This design comes from an exercise in tuning for small area on the open sky130 flow, not from production work.
Only simulation tests tie the RTL to the original design; equivalence was not proved.
The clock port is modelled as an ideal driver; clocking choices that lean on that would not hold on a real chip.
Power is estimated from default activity; no workload was simulated.

== main ==
Design Pong_Top, start of the top module:
module Pong_Top (input i_Clk, input i_Rst, input i_Switch_2, input i_Switch_1, input i_Switch_3, input i_Switch_4,
   output o_VGA_HSync,
   output o_VGA_VSync,
   output o_VGA_Red_0,
   output o_VGA_Red_1,
   output o_VGA_Red_2,
   output o_VGA_Grn_0,
   output o_VGA_Grn_1,
   output o_VGA_Grn_2,
   output o_VGA_Blu_0,
   output o_VGA_Blu_1,
   output o_VGA_Blu_2);
function [9:0] inc10(input [9:0] x);
  integer i;
  reg c;
  begin
    c = 1'b1;
    for (i = 0; i < 10; i = i + 1) begin
      inc10[i] = x[i] ^ c;
      c = c & x[i];
    end
  end
endfunction
function [9:0] updn10(input [9:0] x, input dn);
  integer i;
  reg c;
  begin
    c = 1'b1;
    for (i = 0; i < 10; i = i + 1) begin
      updn10[i] = x[i] ^ c;
      c = c & (x[i] ^ dn);
    end
  end
endfunction
function [5:0] sub5(input [4:0] a, input [4:0] b);
  integer i;
  reg c;
  begin
    c = 1'b1;
    for (i = 0; i < 5; i = i + 1) begin
      sub5[i] = a[i] ^ ~b[i] ^ c;
      c = (a[i] & ~b[i]) | ((a[i] | ~b[i]) & c);
    end
    sub5[5] = ~c;
  end
endfunction
function [10:0] sub10(input [9:0] a, input [9:0] b);
  integer i;
  reg c;
  begin
    c = 1'b1;
    for (i = 0; i < 10; i = i + 1) begin
      sub10[i] = a[i] ^ ~b[i] ^ c;
      c = (a[i] & ~b[i]) | ((a[i] | ~b[i]) & c);
    end
    sub10[10] = ~c;
  end
endfunction
wire [3:0] w_raw = {i_Switch_4, i_Switch_3, i_Switch_2, i_Switch_1};
reg  [7:0] r_cnt0, r_cnt1, r_cnt2, r_cnt3;
reg  [3:0] r_sw;      
reg  [3:0] r_prev;    
wire [3:0] w_rise = r_sw & ~r_prev;
function [8:0] db_next(input [7:0] cnt, input raw, input sw, input rst);
  reg z7, term, fb, en;
  begin
    z7 = ~|cnt[6:0];
    term = cnt[7] & z7;
    fb = cnt[7] ^ cnt[5] ^ cnt[4] ^ cnt[3] ^ z7;
    en = (raw ^ sw) & ~term & ~rst;
    db_next[7:0] = en ? {cnt[6:0], fb} : 8'd0;
    db_next[8] = ~rst & (term ? raw : sw);
  end
endfunction
always @(posedge i_Clk) begin
  r_prev <= r_sw;
  {r_sw[0], r_cnt0} <= db_next(r_cnt0, w_raw[0], r_sw[0], i_Rst);
  {r_sw[1], r_cnt1} <= db_next(r_cnt1, w_raw[1], r_sw[1], i_Rst);
  {r_sw[2], r_cnt2} <= db_next(r_cnt2, w_raw[2], r_sw[2], i_Rst);
  {r_sw[3], r_cnt3} <= db_next(r_cnt3, w_raw[3], r_sw[3], i_Rst);
end
reg [9:0] r_col;    
reg [4:0] r_rq;     
reg [4:0] r_rr;     
wire w_col_end = r_col[9] & r_col[8] & r_col[5];               
  ...
==> flow/config.mk <==
export PLATFORM = sky130hd
export DESIGN_NAME = Pong_Top
export DESIGN_NICKNAME = Pong_Top
export VERILOG_FILES = /design/flow/design.v
export SDC_FILE = /design/flow/constraint.sdc
export NUM_CORES = 4
export LEC_CHECK = 0
export CAP_MARGIN = 20
export CORE_MARGIN = 2
export CORE_UTILIZATION = 40
export CTS_BUF_LIST = sky130_fd_sc_hd__clkbuf_8
export SLEW_MARGIN = 20
==> flow/constraint.sdc <==
create_clock -name core_clock -period 40.0 [get_ports {i_Clk}]
set_input_delay 8.0000 -clock core_clock [delete_from_list [all_inputs] [get_ports {i_Clk}]]
set_output_delay 8.0000 -clock core_clock [all_outputs]
set_load 0.01 [all_outputs]
standard.sh (not shown) runs the stock make flow with config.mk's settings and CLKGATE_MAP_FILE= SYNTH_SCRIPT=/design/flow/synth_recipe.tcl, a recipe that flattens the netlist after the stock synthesis.
==> flow/flow/run.sh <==
#!/bin/bash
# The standard layout (the standard.sh, standard synthesis unchanged) with
# three area changes:
#  * ports are buffered with sky130_fd_sc_hd__buf_1,
#  * clock tree synthesis uses clkbuf_8 and inserts no dummy loads,
#  * after floorplan, each combinational cell is swapped to the smallest
#    drive strength of its own cell family (flow/downsize.tcl); later
#    repair steps resize again where slew, capacitance or timing need it.
# The make output goes to standard.log; each ORFS step logs under orfs/logs.
set -euo pipefail
F="$(pwd)/flow"
bash standard.sh \
  BUFFER_PORTS_ARGS="-buffer_cell sky130_fd_sc_hd__buf_1" \
  CTS_ARGS="-sink_clustering_enable -repair_clock_nets -dont_use_dummy_load -buf_list sky130_fd_sc_hd__clkbuf_8" \
  POST_FLOORPLAN_TCL="$F/downsize.tcl" \
  finish > standard.log 2>&1
==> flow/flow/downsize.tcl <==
# Swap every combinational cell to the smallest cell with the same function
# (same pins), leaving flip-flops, taps and fillers alone.
set db [ord::get_db]
set block [[$db getChip] getBlock]
set dont_use [list]
if {[info exists ::env(DONT_USE_CELLS)]} { set dont_use $::env(DONT_USE_CELLS) }
set n 0
set saved 0
foreach inst [$block getInsts] {
  set m [$inst getMaster]
  set name [$m getName]
  if {![string match "sky130_fd_sc_hd__*" $name]} continue
  if {[string match "*df*" $name] || [string match "*dl*" $name] || [string match "*tap*" $name] || [string match "*fill*" $name] || [string match "*decap*" $name] || [string match "*conb*" $name]} continue
  set lc [get_lib_cells -quiet */$name]
  if {$lc == ""} continue
  set family [regsub {_[0-9]+$} $name ""]
  set best $m
  set best_a [expr {[$m getWidth] * [$m getHeight]}]
  foreach e [get_lib_cells -quiet */${family}_*] {
    set en [get_name $e]
    if {[regsub {_[0-9]+$} $en ""] != $family} continue
    if {[lsearch -exact $dont_use $en] >= 0} continue
    if {![sta::equiv_cells $lc $e]} continue
    set em [$db findMaster $en]
    if {$em == "NULL" || $em == ""} continue
    set a [expr {[$em getWidth] * [$em getHeight]}]
    if {$a < $best_a} { set best $em; set best_a $a }
  }
  if {$best != $m} {
    set saved [expr {$saved + [$m getWidth] * [$m getHeight] - $best_a}]
    $inst swapMaster $best
    incr n
  }
}
puts "downsize: swapped $n cells, saved [expr {$saved / 1e6}] um2"
Changes in the feature branch relative to main:
--- a/flow/design.v
+++ b/flow/design.v
@@ -212,20 +212,25 @@
 end
 wire [9:0] w_bcol = r_parked ? (r_dir ? 10'd621 : 10'd11) : r_bs;
 wire [5:0] w_dq = sub5(r_rq, {1'b0, r_bq});
 wire [5:0] w_dr = sub5(r_rr, r_br);     
 wire w_dr_lo = ~w_dr[5] | (w_dr[4:2] == 3'b111);                        
 wire w_dr_hi = w_dr[5] | (w_dr[4:3] == 2'b00 & ~(w_dr[2] & w_dr[1]));   
 wire w_ball_row = ((w_dq == 6'd0) & w_dr_lo & w_dr_hi) ||
                   ((w_dq == 6'd1) & w_dr[5] & ~w_dr[4] & ~w_dr[3]) ||    
                   ((w_dq == 6'h3f) & ~w_dr[5] & w_dr[4] & w_dr[3] & (w_dr[2] | w_dr[1]));               
-wire [10:0] w_dc = sub10(r_col, w_bcol);
-wire w_ball_col = ~w_dc[10] & ~|w_dc[9:4] & ~(w_dc[3] & (w_dc[2] | w_dc[1]));    
+wire [10:0] w_dc = sub10(r_col, r_bs);
+wire [10:0] w_p0 = sub10(r_col, 10'd11);
+wire [10:0] w_p1 = sub10(10'd20, r_col);
+wire [10:0] w_p2 = sub10(r_col, 10'd621);
+wire [10:0] w_p3 = sub10(10'd630, r_col);
+wire w_ball_col = r_parked ? (r_dir ? ~w_p2[10] & ~w_p3[10] : ~w_p0[10] & ~w_p1[10]) :
+                  (~w_dc[10] & ~|w_dc[9:4] & ~(w_dc[3] & (w_dc[2] | w_dc[1])));    
 wire [3:0] w_kx = r_col[9] ? r_kr : r_kl;
 wire [5:0] w_dp = sub5(r_rq, {1'b0, w_kx});
 wire w_pad_col = (r_col == 10'd6) || (r_col == 10'd7) || (r_col == 10'd8) || (r_col == 10'd9) ||
                  (r_col == 10'd631) || (r_col == 10'd632) || (r_col == 10'd633) || (r_col == 10'd634);
 wire w_pad = w_pad_col & ((w_dp == 6'd0) | ((w_dp == 6'h3f) & (r_rr != 5'd0)));
 reg r_white;
 always @(posedge i_Clk)
   r_white <= ~i_Rst & (w_pad | (w_ball_row & w_ball_col));
 assign o_VGA_Red_0 = r_white;
[summary]
Diff main -> the feature branch: ratio of final minimum period to clock period down 0.56 points, post-route total power flat, initial DRC count down 56.
Comparing main and the feature branch, the lower transition time at the pin with the least slew margin was measured on main.
On total die area, main and the feature branch are basically level.
Going from main to the feature branch, flop-to-flop setup slack shrinks by 120 ps.
Relative contribution of the clock network to total power: main vs the feature branch, no meaningful difference
The feature branch: via count 1.6% above main

Another version of the RTL of Pong_Top (not shown whole).
Size: ~540 cells after synthesis, ~98 flip-flops, ~17 I/O pins, ~5400 um^2 of cells after synthesis.
==> module tgl_bit, before the edit <==
module tgl_bit (input x, input ci, input dn, output y, output co);
  assign y = x ^ ci;
  assign co = ci & (x ^ dn);
endmodule
==> module tgl_n, before the edit <==
module tgl_n #(parameter N = 10) (input [N-1:0] x, input en, input dn, output [N-1:0] y);
  wire [N-1:0] c;
  assign c[0] = en;
  genvar i;
  generate for (i = 0; i < N - 1; i = i + 1) begin : g
    tgl_bit u (.x(x[i]), .ci(c[i]), .dn(dn), .y(y[i]), .co(c[i+1]));
  end endgenerate
  assign y[N-1] = x[N-1] ^ c[N-1];
endmodule
export LEC_CHECK = 0
export CAP_MARGIN = 20
export CORE_MARGIN = 2
export CORE_UTILIZATION = 40
export CTS_BUF_LIST = sky130_fd_sc_hd__clkbuf_8
export SLEW_MARGIN = 20
export SYNTH_HIERARCHICAL = 1
create_clock -name core_clock -period 40.0 [get_ports {i_Clk}]
==> flow/flow/run.sh <==
#!/bin/bash
# The standard layout (the standard.sh, standard synthesis unchanged) with
# three area changes:
#  * ports are buffered with sky130_fd_sc_hd__buf_1,
#  * clock tree synthesis uses clkbuf_8 and inserts no dummy loads; after
#    it, clock buffers driving at most 10 sinks become clkbuf_4
#    (flow/clkdown.tcl),
#  * after floorplan, each combinational cell is swapped to the smallest
#    drive strength of its own cell family (flow/downsize.tcl); later
#    repair steps resize again where slew, capacitance or timing need it.
# The make output goes to standard.log; each ORFS step logs under orfs/logs.
set -euo pipefail
F="$(pwd)/flow"
bash standard.sh \
  BUFFER_PORTS_ARGS="-buffer_cell sky130_fd_sc_hd__buf_1" \
  CTS_ARGS="-sink_clustering_enable -repair_clock_nets -dont_use_dummy_load -buf_list sky130_fd_sc_hd__clkbuf_8" \
  POST_FLOORPLAN_TCL="$F/downsize.tcl" \
  POST_CTS_TCL="$F/clkdown.tcl" \
  finish > standard.log 2>&1
==> flow/flow/clkdown.tcl <==
# After clock tree synthesis: clock buffers that drive few sinks are swapped
# to a smaller clock buffer (the footprint shrinks, so placement stays legal).
set db [ord::get_db]
set block [[$db getChip] getBlock]
set small [$db findMaster sky130_fd_sc_hd__clkbuf_4]
set n 0
foreach inst [$block getInsts] {
  if {[[$inst getMaster] getName] != "sky130_fd_sc_hd__clkbuf_8"} continue
  set fan 0
  foreach it [$inst getITerms] {
    if {[$it isOutputSignal]} {
      set net [$it getNet]
      if {$net != "NULL"} { set fan [expr {[llength [$net getITerms]] - 1}] }
    }
  }
  if {$fan <= 10} {
    $inst swapMaster $small
    incr n
  }
}
puts "clkdown: swapped $n clock buffers to clkbuf_4"
Scripts as last shown in full above: flow/flow/downsize.tcl
Edit:
--- a/flow/design.v
+++ b/flow/design.v
@@ -264,20 +264,32 @@
     inc_bit u (.x(x[i]), .ci(c[i]), .y(y[i]), .co(c[i+1]));
   end endgenerate
   assign y[N-1] = x[N-1] ^ c[N-1];
 endmodule
-module tgl_bit (input x, input ci, input dn, output y, output co);
+module tgl_bit (input x, input ci, input dn, output y, output co_n);
   assign y = x ^ ci;
-  assign co = ci & (x ^ dn);
+  assign co_n = ~(ci & (x ^ dn));
+endmodule
+module tgl_bit_n (input x, input ci_n, input dn, output y, output co);
+  assign y = ~(x ^ ci_n);
+  assign co = ~(ci_n | ~(x ^ dn));
 endmodule
 module tgl_n #(parameter N = 10) (input [N-1:0] x, input en, input dn, output [N-1:0] y);
-  wire [N-1:0] c;
+  wire [N-1:0] c;      
   assign c[0] = en;
   genvar i;
   generate for (i = 0; i < N - 1; i = i + 1) begin : g
-    tgl_bit u (.x(x[i]), .ci(c[i]), .dn(dn), .y(y[i]), .co(c[i+1]));
+    if (i % 2 == 0) begin : e
+      tgl_bit u (.x(x[i]), .ci(c[i]), .dn(dn), .y(y[i]), .co_n(c[i+1]));
+    end else begin : o
+      tgl_bit_n u (.x(x[i]), .ci_n(c[i]), .dn(dn), .y(y[i]), .co(c[i+1]));
+    end
   end endgenerate
-  assign y[N-1] = x[N-1] ^ c[N-1];
+  if ((N - 1) % 2 == 0) begin : le
+    assign y[N-1] = x[N-1] ^ c[N-1];
+  end else begin : lo
+    assign y[N-1] = ~(x[N-1] ^ c[N-1]);
+  end
 endmodule
 module sub_bit (input a, input b, input ci, output y, output co);
   assign y = a ^ ~b ^ ci;
   assign co = (a & ~b) | ((a | ~b) & ci);
The new run finished clean.
Cell area drops by 0.87%.
Register-to-register slack degrades by 70 ps.
Die area drops by 0.99%.
Worst setup slack stays flat.
Cell count is unchanged.
Synthesized cell count does not change.
Routed wire length drops by 1.7%.
Hold slack barely changes.
Non-clock buffer count is unchanged.

## separate check: timing with driven ports
The results above use ideal ports. As a check the final layouts listed here were re-extracted and re-timed, cells and wires unchanged.
Step 1, drivers: a clkbuf_16 drives i_Clk and a buf_2 each remaining input, both assumed.
Step 2, shift: input delay + t, output delay - t, t = (earliest + latest rising clock arrival at the registers) / 2. This alone moves slack from input paths to output paths.
Slacks: ideal / step 1 / step 2; pairs: ideal / step 1.
| run | t (ns) | slack for setup (ns) | hold slack, ns | slew at the worst register clock pin (ns) |
|---|---|---|---|---|
| main | 0.387 | 30.051 / 30.017 / 30.404 | 0.398 / 0.398 / 0.398 | 0.10 / 0.10 |
| the feature branch | 0.385 | 30.275 / 30.240 / 30.625 | 0.402 / 0.402 / 0.402 | 0.10 / 0.10 |
| the first run of note 2 | 0.477 | 30.320 / 30.288 / 30.686 | 0.403 / 0.403 / 0.403 | 0.12 / 0.12 |
| the second run of note 2 | 0.472 | 30.322 / 30.290 / 30.652 | 0.401 / 0.401 / 0.401 | 0.10 / 0.10 |
After both steps setup and hold are still met in every run listed.
